This design comes from an exercise in tuning for a short achievable clock period and few clock cycles per item on the open sky130 flow, not from production work. The RTL was checked by simulation tests, not by an equivalence proof against the original design. Power and IR drop assume default switching activity.

### flow/run.sh
#!/bin/bash
# synth_recipe.tcl (not shown) runs the flow's synth.tcl, then flattens the netlist and writes it again
# the make line also repeats each setting of config.mk as NAME=value (left out here)
make -C /OpenROAD-flow-scripts/flow DESIGN_CONFIG=/design/flow/config.mk WORK_HOME=/design/flow/orfs CLKGATE_MAP_FILE= SYNTH_SCRIPT=/design/flow/synth_recipe.tcl finish
### flow/config.mk
export PLATFORM = sky130hd
export DESIGN_NAME = Module_of_product
export DESIGN_NICKNAME = Module_of_product
export VERILOG_FILES = /design/flow/design.v
export SDC_FILE = /design/flow/constraint.sdc
export NUM_CORES = 4
export LEC_CHECK = 0
export ABC_CLOCK_PERIOD_IN_PS = 1200
export CAP_MARGIN = 20
export CORE_MARGIN = 2
export CORE_UTILIZATION = 38
export PLACE_DENSITY = 0.58
export SETUP_SLACK_MARGIN = 2.0
export SLEW_MARGIN = 20
### flow/constraint.sdc
create_clock -name core_clock -period 6.5 [get_ports {clk}]
set_input_delay 1.3000 -clock core_clock [delete_from_list [all_inputs] [get_ports {clk}]]
set_output_delay 1.3000 -clock core_clock [all_outputs]
set_load 0.01 [all_outputs]
### flow/design.v
module Module_of_product (
    input  wire         clk,
    input  wire         rst,
    input  wire         start,
    input  wire [256:0] Y,
    input  wire [256:0] N,
    output wire [256:0] o_result,
    output reg          done
);
    reg       busy;
    reg [6:0] cnt;
    reg       pre1;       
    reg       pre;        
    reg       setup;      
    always @(posedge clk or posedge rst) begin
        if (rst) begin
            busy  <= 1'b0;
            cnt   <= 7'd0;
            pre1  <= 1'b0;
            pre   <= 1'b0;
            setup <= 1'b0;
            done  <= 1'b0;
        end else begin
            pre1  <= start & ~busy;
            pre   <= pre1;
            setup <= pre;
            done  <= busy & (cnt == 7'd68);
            if (!busy) begin
                if (start) begin
                    busy <= 1'b1;
                    cnt  <= 7'd0;
                end
            end else begin
                cnt <= cnt + 7'd1;
                if (cnt == 7'd68) busy <= 1'b0;
            end
        end
    end
    function automatic [7:0] lzc256(input [255:0] x);
        reg [255:0] v0;
        reg [127:0] z1; reg [127:0] c1;
        reg [63:0]  z2; reg [127:0] c2;
        reg [31:0]  z3; reg [95:0]  c3;
        reg [15:0]  z4; reg [63:0]  c4;
        reg [7:0]   z5; reg [39:0]  c5;
        reg [3:0]   z6; reg [23:0]  c6;
        reg [1:0]   z7; reg [13:0]  c7;
        integer i;
        begin
            for (i = 0; i < 128; i = i + 1) begin
                z1[i] = ~(x[2*i+1] | x[2*i]);
                c1[i] = ~x[2*i+1];
            end
            for (i = 0; i < 64; i = i + 1) begin
                z2[i] = z1[2*i+1] & z1[2*i];
                c2[2*i +: 2] = z1[2*i+1] ? {1'b1, c1[2*i]} : {1'b0, c1[2*i+1]};
            end
            for (i = 0; i < 32; i = i + 1) begin
                z3[i] = z2[2*i+1] & z2[2*i];
                c3[3*i +: 3] = z2[2*i+1] ? {1'b1, c2[2*(2*i) +: 2]} : {1'b0, c2[2*(2*i+1) +: 2]};
            end
            for (i = 0; i < 16; i = i + 1) begin
                z4[i] = z3[2*i+1] & z3[2*i];
                c4[4*i +: 4] = z3[2*i+1] ? {1'b1, c3[3*(2*i) +: 3]} : {1'b0, c3[3*(2*i+1) +: 3]};
            end
            for (i = 0; i < 8; i = i + 1) begin
                z5[i] = z4[2*i+1] & z4[2*i];
                c5[5*i +: 5] = z4[2*i+1] ? {1'b1, c4[4*(2*i) +: 4]} : {1'b0, c4[4*(2*i+1) +: 4]};
            end
            for (i = 0; i < 4; i = i + 1) begin
                z6[i] = z5[2*i+1] & z5[2*i];
                c6[6*i +: 6] = z5[2*i+1] ? {1'b1, c5[5*(2*i) +: 5]} : {1'b0, c5[5*(2*i+1) +: 5]};
            end
            for (i = 0; i < 2; i = i + 1) begin
                z7[i] = z6[2*i+1] & z6[2*i];
                c7[7*i +: 7] = z6[2*i+1] ? {1'b1, c6[6*(2*i) +: 6]} : {1'b0, c6[6*(2*i+1) +: 6]};
            end
            lzc256 = z7[1] ? {1'b1, c7[6:0]} : {1'b0, c7[13:7]};
        end
    endfunction
    wire [7:0] lz = lzc256(N[255:0]);
    reg [7:0]   s_r;
    reg [255:0] nh_r, yh_r;
    always @(posedge clk) begin
        s_r  <= lz;
        nh_r <= N[255:0] << {lz[7:4], 4'b0};
        yh_r <= Y[255:0] << {lz[7:4], 4'b0};
    end
    reg [255:0] nn_r;     
    reg [255:0] yy_r;     
    always @(posedge clk) begin
        nn_r <= nh_r << s_r[3:0];
        yy_r <= yh_r << s_r[3:0];
    end
    wire [259:0] n1 = {4'b0, nn_r};
    reg  [259:0] ax [0:6];
    reg  [259:0] ay [0:6];
    reg          ac [0:6];
    always @(*) begin
        ax[0] = n1 << 1;  ay[0] = n1;   ac[0] = 1'b0;
        ax[1] = n1 << 2;  ay[1] = n1;   ac[1] = 1'b0;
        ax[2] = n1 << 3;  ay[2] = ~n1;  ac[2] = 1'b1;
        ax[3] = n1 << 3;  ay[3] = n1;   ac[3] = 1'b0;
        ax[4] = (n1 << 3) ^ (n1 << 1) ^ n1;
        ay[4] = {(((n1 << 3) & (n1 << 1)) | ((n1 << 3) & n1) | ((n1 << 1) & n1)), 1'b0};
        ac[4] = 1'b0;
        ax[5] = (n1 << 3) ^ (n1 << 2) ^ n1;
        ay[5] = {(((n1 << 3) & (n1 << 2)) | ((n1 << 3) & n1) | ((n1 << 2) & n1)), 1'b0};
        ac[5] = 1'b0;
        ax[6] = n1 << 4;  ay[6] = ~n1;  ac[6] = 1'b1;
    end
    reg [129:0] lo_r [0:6];
    reg         lc_r [0:6];
    reg [257:0] tm_r [0:6];
    reg [130:0] lsum;
    reg [129:0] hsum;
    integer mi;
    always @(posedge clk) begin
        for (mi = 0; mi < 7; mi = mi + 1) begin
            lsum = {1'b0, ax[mi][129:0]} + {1'b0, ay[mi][129:0]} + {130'd0, ac[mi]};
            lo_r[mi] <= lsum[129:0];
            lc_r[mi] <= lsum[130];
            hsum = ax[mi][259:130] + ay[mi][259:130] + {129'd0, lc_r[mi]};
            tm_r[mi] <= {hsum[127:0], lo_r[mi]};
        end
    end
    wire [257:0] t1 = {2'b0, nn_r};
    wire [257:0] rm [0:16];
    assign rm[0]  = 258'd0;
    assign rm[1]  = t1;
    assign rm[2]  = t1 << 1;
    assign rm[3]  = tm_r[0];
    assign rm[4]  = t1 << 2;
    assign rm[5]  = tm_r[1];
    assign rm[6]  = tm_r[0] << 1;
    assign rm[7]  = tm_r[2];
    assign rm[8]  = t1 << 3;
    assign rm[9]  = tm_r[3];
    assign rm[10] = tm_r[1] << 1;
    assign rm[11] = tm_r[4];
    assign rm[12] = tm_r[0] << 2;
    assign rm[13] = tm_r[5];
    assign rm[14] = tm_r[2] << 1;
    assign rm[15] = tm_r[6];
    assign rm[16] = t1 << 4;
    function automatic [20:0] mula(input integer k, input [15:0] a);
        reg [20:0] v;
        begin
            v = {5'b0, a};
            case (k)
                1:  mula = v;
                2:  mula = v << 1;
                3:  mula = (v << 1) + v;
                4:  mula = v << 2;
                5:  mula = (v << 2) + v;
                6:  mula = (v << 2) + (v << 1);
                7:  mula = (v << 3) - v;
                8:  mula = v << 3;
                9:  mula = (v << 3) + v;
                10: mula = (v << 3) + (v << 1);
                11: mula = (v << 3) + (v << 1) + v;
                12: mula = (v << 3) + (v << 2);
                13: mula = (v << 3) + (v << 2) + v;
                14: mula = (v << 4) - (v << 1);
                15: mula = (v << 4) - v;
                default: mula = v << 4;
            endcase
        end
    endfunction
    reg [20:0] pj_r [1:16];     
    reg [17:0] wm   [1:16];
    reg [23:0] vv;
    integer jj;
    always @(posedge clk) begin
        for (jj = 1; jj <= 16; jj = jj + 1) begin
            pj_r[jj] <= mula(jj, nn_r[255:240]);
            vv = 24'd0 - {3'b0, pj_r[jj]} - (jj + 33);
            wm[jj] <= vv[21:4];
        end
    end
    reg [256:0] S, C;
    reg [16:0]  e;        
    reg [256:0] msel;
    integer j;
    always @(*) begin
        msel = 257'd0;
        for (j = 1; j <= 16; j = j + 1)
            msel = msel | ({257{e[j]}} & rm[j][256:0]);
    end
    wire [256:0] opM = ~msel;
    wire [256:0] P  = setup ? {1'b0, yy_r} : {S[252:0], 4'h1};
    wire [256:0] Q  = setup ? 257'd1       : {C[252:0], 4'h0};
    wire [256:0] Sn = P ^ Q ^ opM;
    wire [256:0] k1 = (P & Q) | (P & opM) | (Q & opM);
    wire [256:0] Cn = {k1[255:0], 1'b0};
    wire [17:0] sh = S[253:236];
    wire [17:0] ch = C[253:236];
    reg  [17:0] hq;
    integer qa;
    always @(*) begin
        hq = 18'd0;
        for (qa = 1; qa <= 16; qa = qa + 1)
            hq = hq | ({18{e[qa]}} & rm[qa][257:240]);
    end
    wire [17:0] nhq = ~hq;
    reg  [17:0] x1, y1, x2, y2;
    reg  [18:0] sm;
    reg  [16:0] tsp;
    integer ja;
    always @(*) begin
        tsp = 17'd0;
        for (ja = 1; ja <= 16; ja = ja + 1) begin
            x1 = sh ^ ch ^ wm[ja];
            y1 = {((sh & ch) | (sh & wm[ja]) | (ch & wm[ja])), 1'b0};
            x2 = x1 ^ y1 ^ nhq;
            y2 = {((x1 & y1) | (x1 & nhq) | (y1 & nhq)), 1'b1};
            sm = {1'b0, x2} + {1'b0, y2};
            tsp[ja] = ~sm[17];
        end
    end
    reg  [16:0] tin;
    reg  [24:0] si;
    integer ji;
    always @(*) begin
        tin = 17'd0;
        for (ji = 1; ji <= 16; ji = ji + 1) begin
            si = {5'b0, yy_r[255:240], 4'b0} - {4'b0, pj_r[ji]} - (ji + 33);
            tin[ji] = ~si[24];
        end
    end
    wire [16:0] tt = pre ? 17'd0 : (setup ? tin : tsp);
    wire [16:0] en = {tt[16], tt[15:1] & ~tt[16:2], ~tt[1]};
    always @(posedge clk) begin
        S <= Sn;
        C <= Cn;
        e <= en;
    end
    wire [256:0] nn1 = {1'b0, nn_r};
    wire [256:0] dh  = S ^ C ^ ~nn1;
    wire [256:0] dc  = (S & C) | (S & ~nn1) | (C & ~nn1);
    wire [256:0] dx  = dh;
    wire [256:0] dy  = {dc[255:0], 1'b1};
    wire [129:0] rs_lo  = {1'b0, S[128:0]} + {1'b0, C[128:0]};
    wire [127:0] rs_hi0 = S[256:129] + C[256:129];
    wire [127:0] rs_hi1 = S[256:129] + C[256:129] + 128'd1;
    wire [129:0] rd_lo  = {1'b0, dx[128:0]} + {1'b0, dy[128:0]};
    wire [127:0] rd_hi0 = dx[256:129] + dy[256:129];
    wire [127:0] rd_hi1 = dx[256:129] + dy[256:129] + 128'd1;
    reg [129:0] rsl_r, rdl_r;
    reg [127:0] rs0_r, rs1_r, rd0_r, rd1_r;
    reg [255:0] o_r;
    wire [256:0] rs_f = {(rsl_r[129] ? rs1_r : rs0_r), rsl_r[128:0]};
    wire [256:0] rd_f = {(rdl_r[129] ? rd1_r : rd0_r), rdl_r[128:0]};
    always @(posedge clk) begin
        rsl_r <= rs_lo;
        rdl_r <= rd_lo;
        rs0_r <= rs_hi0;
        rs1_r <= rs_hi1;
        rd0_r <= rd_hi0;
        rd1_r <= rd_hi1;
        o_r   <= (rd_f[256] ? rs_f[255:0] : rd_f[255:0]) >> s_r;
    end
    assign o_result = {1'b0, o_r};
endmodule
==> results_dict.tcl <==
set metrics [dict create \
    final_layout_size_suffix_gt1_share_pct 19.1 \
    cts_tree "done" \
    grt_max_degree 159 \
    mappedNetlistArea_sq_mm 0.412 \
    p_leak_nw 229 \
    final_net_count 56200 \
    pre_cts_ws_ps -1040 \
    place.gp.congestion 1.13 \
    fp.dieArea_sq_mm 1.09 \
    drt_pass1_iterations 9 \
    synth_area_per_cell_sq_um 8.84 \
    rsz0062_at_grt "true" \
    synthCells 46600 \
    status "finished with violations" \
    min_period_ps 6600 \
    pin_count 775 \
    synth_edf_count 0 \
    rows 382 \
    critPathKind "flop to flop" \
    clkLatencyLatePin_ps 1220 \
    synthDistinctLibCells 110 \
    clk_pin_slew_worst_paths_ps 60 \
    met1_usage_pct 51.8 \
    critPathLaunchType "flop" \
    fmax_ghz 0.152 \
    fillers 105000 \
    grt_use_met2_pct 62.3 \
    grt_use_met3_pct 10.8 \
    grt_pass1_wl_mm 3220 \
    grt-ovfl-total 0 \
    die_width_mm 1.04 \
    min_path_type "flop to flop" \
    crit_buf_inv 7 \
    setup_slack_ps -98.3 \
    period_share_pct 102 \
    wl_mm 2410 \
    cp.arrival_ps 7640 \
    start_util_pct 38.1 \
    critPathTopFamily "compound AO/OA/AOI/OAI gates" \
    power.density_mw_per_mm2 631 \
    vias 413000 \
    critPathCaptureType "flop" \
    vdd.ir_drop.worst_uv 512 \
    antenna_found_initial 393 \
    clkSinkCount 5707 \
    whs_ps 288 \
    grt_busiest_layer "met2" \
    cts_made_buffers 688 \
    drtAntennaViolNets 0 \
    portBuffers 771 \
    cp_common_cell "buf_4" \
    grt_pass1_vias 393000 \
    ys_async_sr_fraction_pct 0.210 \
    setup_viol 7 \
    stdcell_area_sq_mm 0.516 \
    cts_max_level 6 \
    finalHoldViolations 0 \
    coreArea_sq_mm 1.08 \
    tightest_slew_ps 1850 \
    syn_to_final_growth_pct 25.3 \
    crit_path_top_delay_cell "o21ai_0" \
    place_area_sq_mm 0.477 \
    ys_seq_elements 5707 \
    root_buffer "clkbuf_16" \
    slew_violations 62 \
    drc 0 \
    cap_violations 3 \
    crit_chain "buf_4, fa_1, inv_1, ha_1, buf_4, nand2_1, o21ai_0, o21bai_1, buf_12, a21o_1, nor2_1, buf_4, o221a_2, buf_4, nor2_1, nor3_1, xnor2_1, nand3_2, or4_4, nor3_4, buf_6, nand3_4, xnor2_2" \
    required_ps 7550 \
    clockBufferDepth 5 \
    post-dp-hpwl_mm 2000 \
    slew_headroom_pct -23.5 \
    critPathMaxFanout 6 \
    die_h_mm 1.04 \
    viasPerCell 6.07 \
    finClkSkew_ps 107 \
    drt_iter0_drc 51400 \
    grt.total_usage_pct 41.9 \
    synth_ff_type "dfxtp_1" \
    seq_area_frac_synth_pct 27.8 \
    synth_warnings 9 \
    crit_path_max_incr_delay_ps 1050 \
    wire_per_inst_microns 35.4 \
    violations "capacitance limit, slew limit, setup timing" \
]
path summary, 6_finish.rpt:
check	start	to	slack, ps	depth (start not counted)
max	nn_r[164]$_DFF_P_	rd1_r[125]$_DFF_P_	-100	23
min	lo_r[5][30]$_DFF_P_	tm_r[5][30]$_DFF_P_	290	0
max reg2reg	nn_r[164]$_DFF_P_	rd1_r[125]$_DFF_P_	-100	23
min reg2reg	lo_r[5][30]$_DFF_P_	tm_r[5][30]$_DFF_P_	290	0
max in group asynchronous	rst	setup$_DFF_PP0_	5710	2
min in group asynchronous	rst	cnt[4]$_DFFE_PP0P_	450	2
per-layer routing:
layer,share of wire [%],vias to the layer above
met5,0.047,-
met4,9.3,158
met3,9.4,5490
met2,42,22900
met1,39,205000
li1,-,179000
cell families (layout without fill, tap and decap cells):
logic type	count (synthesis)	in the layout	synth area share, %
compound gates	13200	13200	20.6
xor+xnor	2967	2967	6.31
fa+ha+maj	4424	4424	16.3
buf+inv	5473	10700	5.01
flops	5707	5707	27.8
mux	3402	3402	11.0
other cells	2	1863	0.00182
simple gates	11400	11400	12.9
per-stage QoR:
step                cells  TNS [ps]  util (%)  power (mW)
floorplan           46600         0         -         169
global placement    64700    -20100      44.1         267
detailed placement  64700    -17520      44.1         269
CTS                 66000         0      46.6         314
global route        67900      -933      47.7         340
finish              68100      -322      47.7         326
report_power, final:
group / internal (mW) / switching [mW] / leakage (nW)
Clock: 24.5 / 17.7 / 11.8
Combinational: 83.3 / 137 / 169
Sequential: 52.0 / 11.4 / 48.2
registers in the layout (all words and copies together), names as in the netlist, 7 cells and up:
signal and count:
wm 274, C 256, nh_r 256, yh_r 256
rdl_r 130, lo_r 896, rd0_r 128, S 257
rs1_r 127, lc_r 7, o_r 256, rd1_r 128
yy_r 256, e 16, cnt 7, rs0_r 127
tm_r 1792, pj_r 139, rsl_r 130, s_r 8
nn_r 256
repair_timing:
item,in CTS,in global routing
resized for setup,384,1127
gates cloned,0,1
endpoints found under the setup margin,2142,2336
pin swaps,193,521
hold buffers,0,0
buffers inserted,88,203
cell usage after synthesis, types with 67 or more instances:
cell type | n | share of area (%)
nand2_1 | 3152 | 2.9
nand3_1 | 968 | 1.2
and4_1 | 86 | 0.18
xor2_1 | 870 | 1.9
a221oi_1 | 489 | 1.0
o221ai_1 | 70 | 0.15
and2_1 | 293 | 0.45
a22o_1 | 370 | 0.79
o41ai_1 | 69 | 0.15
fa_1 | 1555 | 7.6
a22oi_1 | 1484 | 2.7
or4_1 | 76 | 0.14
o21ai_0 | 2507 | 3.0
xnor2_1 | 2096 | 4.5
nand2b_1 | 400 | 0.61
nor4_1 | 302 | 0.46
a21oi_1 | 3893 | 4.7
a21o_1 | 1446 | 2.6
or2_2 | 81 | 0.12
o21bai_1 | 653 | 1.2
inv_1 | 2908 | 2.7
nor2_1 | 3571 | 3.3
mux2i_1 | 2320 | 5.6
mux4_2 | 893 | 4.9
a31oi_1 | 296 | 0.45
mux2_2 | 189 | 0.52
buf_1 | 410 | 0.37
dfxtp_1 | 5695 | 28
o21a_1 | 266 | 0.49
ha_1 | 2868 | 8.7
nor3_1 | 645 | 0.78
o211ai_1 | 152 | 0.28
nor2b_1 | 397 | 0.60
a211oi_1 | 333 | 0.61
o31ai_1 | 258 | 0.47
or3_1 | 142 | 0.22
a21boi_0 | 150 | 0.27
clkbuf_1 | 2073 | 1.9
and3_1 | 181 | 0.28
nand4_1 | 938 | 1.4
a221o_1 | 67 | 0.16
a41oi_1 | 80 | 0.17
cell type report:
cell class | instances | area (sq um) | area share [%]
clock buffers | 921 | 19600 | 3.79
multi-input cells | 35400 | 287000 | 55.6
clock inverters | 332 | 4700 | 0.911
well taps | 14400 | 18000 | 3.49
diodes | 1859 | 4650 | 0.902
repair buffers | 6521 | 55800 | 10.8
inverters | 2945 | 11200 | 2.17
flip-flops and latches | 5707 | 115000 | 22.3
layout by cell type (no fill, tap or decap), drive strengths merged, types with 1484 or more instances in the layout:
master | netlist | layout
ha | 2868 | 2868
a21oi | 3894 | 3894
buf | 455 | 5747
nand2 | 3152 | 3152
dfxtp | 5695 | 5695
mux2i | 2320 | 2320
inv | 2917 | 2964
nor2 | 3572 | 3572
o21ai | 2519 | 2519
diode | 0 | 1859
a22oi | 1484 | 1484
xnor2 | 2097 | 2097
fa | 1555 | 1555
worst reg2reg max path, cell delays in order, from the launching register on:
cell and delay, ps:
dfxtp_4 340, buf_4 180, fa_1 490, inv_1 60
ha_1 330, buf_4 190, nand2_1 120, o21ai_0 1050
o21bai_1 310, buf_12 180, a21o_1 230, nor2_1 100
buf_4 210, o221a_2 340, buf_4 170, nor2_1 370
nor3_1 120, xnor2_1 360, nand3_2 200, or4_4 470
nor3_4 240, buf_6 170, nand3_4 80, xnor2_2 180
Testbench counts, summed over its fixed seeds: cycles 9,088, items 128.

-- re-timing with driven ports --
How much do the figures lean on ideal ports? The routed layout below was timed once more, with nothing changed but the port constraints. Step 1: set_driving_cell puts a clkbuf_16 on clk and a buf_2 on each other input, an assumption about the parent block. Step 2, shift: input delay + t, output delay - t, t = (earliest + latest rising clock arrival at the registers) / 2. This alone moves slack from input paths to output paths. Slacks: no drivers / after step 1 / after step 2; pairs: no drivers / after step 1.
t (ns): 1.345
setup WS [ns]: -0.098 / -0.098 / -0.779
clock arrival spread, ns: 0.109 / 0.109
worst data-port slew with drivers (ns): 0.14
For this run, drivers alone change the setup slack by 0.000 ns; drivers and shift together by -0.681 ns.
